From an optimization exercise on the open Yosys and OpenROAD flow, aimed at small area and a short achievable clock period; shortcuts taken in it are not production practice. Function was checked by simulation only, so behaviour that the tests miss may differ from the original. Power figures rest on the tool's default switching activity, not on a simulated workload.

== run 1 ==
==> flow/design.v <==
`timescale 1ns / 1ps
module rf_inv(a, y);
	input a;
	output y;
	assign y = !a;
endmodule
module rf_nand2(a, b, y);
	input a, b;
	output y;
	assign y = !(a & b);
endmodule
module rf_nand3(a, b, c, y);
	input a, b, c;
	output y;
	assign y = !(a & b & c);
endmodule
module rf_nand4(a, b, c, d, y);
	input a, b, c, d;
	output y;
	assign y = !(a & b & c & d);
endmodule
module rf_nor2(a, b, y);
	input a, b;
	output y;
	assign y = !(a | b);
endmodule
module rf_nor3(a, b, c, y);
	input a, b, c;
	output y;
	assign y = !(a | b | c);
endmodule
module rf_xnor2(a, b, y);
	input a, b;
	output y;
	assign y = !(a ^ b);
endmodule
module rf_pdec2(a, an, yn);
	input [1:0] a, an;
	output [3:0] yn;
	genvar k;
	generate for (k = 0; k < 4; k = k + 1) begin : g
		rf_nand2 n(.a(k[0] ? a[0] : an[0]), .b(k[1] ? a[1] : an[1]), .y(yn[k]));
	end endgenerate
endmodule
module rf_pdec3(a, an, yn);
	input [2:0] a, an;
	output [7:0] yn;
	genvar k;
	generate for (k = 0; k < 8; k = k + 1) begin : g
		rf_nand3 n(.a(k[0] ? a[0] : an[0]), .b(k[1] ? a[1] : an[1]),
		           .c(k[2] ? a[2] : an[2]), .y(yn[k]));
	end endgenerate
endmodule
module rf_rdsel(A, RW, WE, wnz, we, sel);
	input [4:0] A, RW;
	input WE, wnz;
	input [31:1] we;
	output [31:0] sel;
	wire [4:0] An, eq;
	wire [3:0] lo;
	wire [7:0] hi;
	wire h1, h2;
	genvar i, r;
	generate for (i = 0; i < 5; i = i + 1) begin : b
		rf_inv inv(.a(A[i]), .y(An[i]));
		rf_xnor2 x(.a(A[i]), .b(RW[i]), .y(eq[i]));
	end endgenerate
	rf_pdec2 pl(.a(A[1:0]), .an(An[1:0]), .yn(lo));
	rf_pdec3 ph(.a(A[4:2]), .an(An[4:2]), .yn(hi));
	generate for (r = 1; r < 32; r = r + 1) begin : s
		rf_nor3 n(.a(lo[r % 4]), .b(hi[r / 4]), .c(we[r]), .y(sel[r]));
	end endgenerate
	rf_nand3 n1(.a(eq[0]), .b(eq[1]), .c(eq[2]), .y(h1));
	rf_nand4 n2(.a(eq[3]), .b(eq[4]), .c(WE), .d(wnz), .y(h2));
	rf_nor2 n3(.a(h1), .b(h2), .y(sel[0]));
endmodule
module rf_or8(s, d, y);
	input [7:0] s, d;
	output y;
	assign y = |(s & d);
endmodule
module rf_rdbit(sel, d, y);
	input [31:0] sel, d;
	output y;
	wire [3:0] o;
	wire [1:0] p;
	genvar k;
	generate for (k = 0; k < 4; k = k + 1) begin : n
		rf_or8 x(.s(sel[8*k+7:8*k]), .d(d[8*k+7:8*k]), .y(o[k]));
	end endgenerate
	rf_nor2 r0(.a(o[0]), .b(o[1]), .y(p[0]));
	rf_nor2 r1(.a(o[2]), .b(o[3]), .y(p[1]));
	rf_nand2 f(.a(p[0]), .b(p[1]), .y(y));
endmodule
module reg_32x32(clk,WE,RA,RB,RW,busA,busB,busW
    );
	input clk,WE;
	input [4:0]RA,RB,RW;
	input [31:0]busW;
	output [31:0]busA,busB;
	wire [4:0] RWn;
	wire WEn, z1, z2, wnz;
	wire [3:0] wlo;
	wire [7:0] whi;
	wire [31:1] we;
	wire [31:0] selA, selB;
	genvar i, r, j;
	generate for (i = 0; i < 5; i = i + 1) begin : wb
		rf_inv inv(.a(RW[i]), .y(RWn[i]));
	end endgenerate
	rf_inv wei(.a(WE), .y(WEn));
	rf_pdec2 wpl(.a(RW[1:0]), .an(RWn[1:0]), .yn(wlo));
	rf_pdec3 wph(.a(RW[4:2]), .an(RWn[4:2]), .yn(whi));
	rf_nor3 wz1(.a(RW[0]), .b(RW[1]), .c(RW[2]), .y(z1));
	rf_nor2 wz2(.a(RW[3]), .b(RW[4]), .y(z2));
	rf_nand2 wz(.a(z1), .b(z2), .y(wnz));
	reg [31:0] file_array [31:1];
	always @(posedge clk)
		if (WE && (RW != 0)) file_array[RW] <= busW;
	generate for (r = 1; r < 32; r = r + 1) begin : g
		wire [31:0] q = file_array[r];
		rf_nor3 w(.a(wlo[r % 4]), .b(whi[r / 4]), .c(WEn), .y(we[r]));
	end endgenerate
	rf_rdsel sa(.A(RA), .RW(RW), .WE(WE), .wnz(wnz), .we(we), .sel(selA));
	rf_rdsel sb(.A(RB), .RW(RW), .WE(WE), .wnz(wnz), .we(we), .sel(selB));
	generate for (j = 0; j < 32; j = j + 1) begin : b
		wire [31:0] col;
		assign col[0] = busW[j];
		for (r = 1; r < 32; r = r + 1) begin : c
			assign col[r] = g[r].q[j];
		end
		rf_rdbit ra(.sel(selA), .d(col), .y(busA[j]));
		rf_rdbit rb(.sel(selB), .d(col), .y(busB[j]));
	end endgenerate
endmodule
export LEC_CHECK = 0
export CAP_MARGIN = 10
export CORE_MARGIN = 2
export CORE_UTILIZATION = 45
export SETUP_SLACK_MARGIN = 3.3
export SLEW_MARGIN = 10
export SYNTH_HIERARCHICAL = 1
create_clock -name core_clock -period 9.0 [get_ports {clk}]
standard.sh (not shown) runs the stock make flow with config.mk's settings and CLKGATE_MAP_FILE= SYNTH_SCRIPT=/design/flow/synth_recipe.tcl, a recipe that flattens the netlist after the stock synthesis.
==> flow/flow/run.sh <==
#!/bin/bash
set -euo pipefail
export BUFFER_PORTS_ARGS="-buffer_cell sky130_fd_sc_hd__buf_2"
export CTS_ARGS="-sink_clustering_enable -repair_clock_nets -dont_use_dummy_load -buf_list {sky130_fd_sc_hd__clkbuf_4 sky130_fd_sc_hd__clkbuf_8 sky130_fd_sc_hd__clkbuf_16} -sink_clustering_size 25 -sink_clustering_max_diameter 100"
bash standard.sh > flow.log 2>&1
Setup changes, run 1 to run 2
--- a/flow/design.v
+++ b/flow/design.v
@@ -50,8 +50,18 @@
 		rf_nand3 n(.a(k[0] ? a[0] : an[0]), .b(k[1] ? a[1] : an[1]),
 		           .c(k[2] ? a[2] : an[2]), .y(yn[k]));
 	end endgenerate
 endmodule
+module rf_pdec3e(e, a, an, yn);
+	input e;
+	input [2:0] a, an;
+	output [7:0] yn;
+	genvar k;
+	generate for (k = 0; k < 8; k = k + 1) begin : g
+		rf_nand4 n(.a(e), .b(k[0] ? a[0] : an[0]), .c(k[1] ? a[1] : an[1]),
+		           .d(k[2] ? a[2] : an[2]), .y(yn[k]));
+	end endgenerate
+endmodule
 module rf_rdsel(A, RW, WE, wnz, we, sel);
 	input [4:0] A, RW;
 	input WE, wnz;
 	input [31:1] we;
@@ -98,29 +108,28 @@
 	input [4:0]RA,RB,RW;
 	input [31:0]busW;
 	output [31:0]busA,busB;
 	wire [4:0] RWn;
-	wire WEn, z1, z2, wnz;
+	wire z1, z2, wnz;
 	wire [3:0] wlo;
 	wire [7:0] whi;
 	wire [31:1] we;
 	wire [31:0] selA, selB;
 	genvar i, r, j;
 	generate for (i = 0; i < 5; i = i + 1) begin : wb
 		rf_inv inv(.a(RW[i]), .y(RWn[i]));
 	end endgenerate
-	rf_inv wei(.a(WE), .y(WEn));
 	rf_pdec2 wpl(.a(RW[1:0]), .an(RWn[1:0]), .yn(wlo));
-	rf_pdec3 wph(.a(RW[4:2]), .an(RWn[4:2]), .yn(whi));
+	rf_pdec3e wph(.e(WE), .a(RW[4:2]), .an(RWn[4:2]), .yn(whi));
 	rf_nor3 wz1(.a(RW[0]), .b(RW[1]), .c(RW[2]), .y(z1));
 	rf_nor2 wz2(.a(RW[3]), .b(RW[4]), .y(z2));
 	rf_nand2 wz(.a(z1), .b(z2), .y(wnz));
 	reg [31:0] file_array [31:1];
 	always @(posedge clk)
 		if (WE && (RW != 0)) file_array[RW] <= busW;
 	generate for (r = 1; r < 32; r = r + 1) begin : g
 		wire [31:0] q = file_array[r];
-		rf_nor3 w(.a(wlo[r % 4]), .b(whi[r / 4]), .c(WEn), .y(we[r]));
+		rf_nor2 w(.a(wlo[r % 4]), .b(whi[r / 4]), .y(we[r]));
 	end endgenerate
 	rf_rdsel sa(.A(RA), .RW(RW), .WE(WE), .wnz(wnz), .we(we), .sel(selA));
 	rf_rdsel sb(.A(RB), .RW(RW), .WE(WE), .wnz(wnz), .we(we), .sel(selB));
 	generate for (j = 0; j < 32; j = j + 1) begin : b
[summary]
In the reports for run 1 and run 2, the smaller setup slack belongs to run 1. Wire: run 2 routes less than run 1. Run comparison: run 2 timing endpoint of the critical path busB[4]; run 1 timing endpoint of the critical path busA[6]. Against run 1, power in run 2 fell slightly. Compared with run 1, run 2 shows delay of the slowest critical-path stage higher by 0.15 ns. Summary of run 2 over run 1: non-clock buffer count down 11; die area down about 0.45%.

## separate check: timing with driven ports
The results above use ideal ports. As a check the final layouts listed here were re-extracted and re-timed, cells and wires unchanged.
Step 1, drivers: a clkbuf_16 drives clk and a buf_2 each remaining input, both assumed.
Step 2 times the ports against the registers' clock, not the clock port: input delays grow and output delays shrink by t, the midpoint of the rising clock arrivals with the driver on.
Slacks: no drivers / after step 1 / after step 2; pairs: no drivers / after step 1.
| run | shift t [ns] | slack for setup (ns) | clock arrival spread, ns | worst register clock-pin slew, ns |
|---|---|---|---|---|
| run 1 | 0.703 | 3.128 / 3.032 / 3.032 | 0.045 / 0.045 | 0.10 / 0.10 |
| run 2 | 0.675 | 3.242 / 3.210 / 3.210 | 0.060 / 0.060 | 0.10 / 0.10 |
After both steps setup and hold are still met in every run listed. For run 1, which loses most, drivers alone change the setup slack by -0.096 ns; drivers and shift together by -0.096 ns.
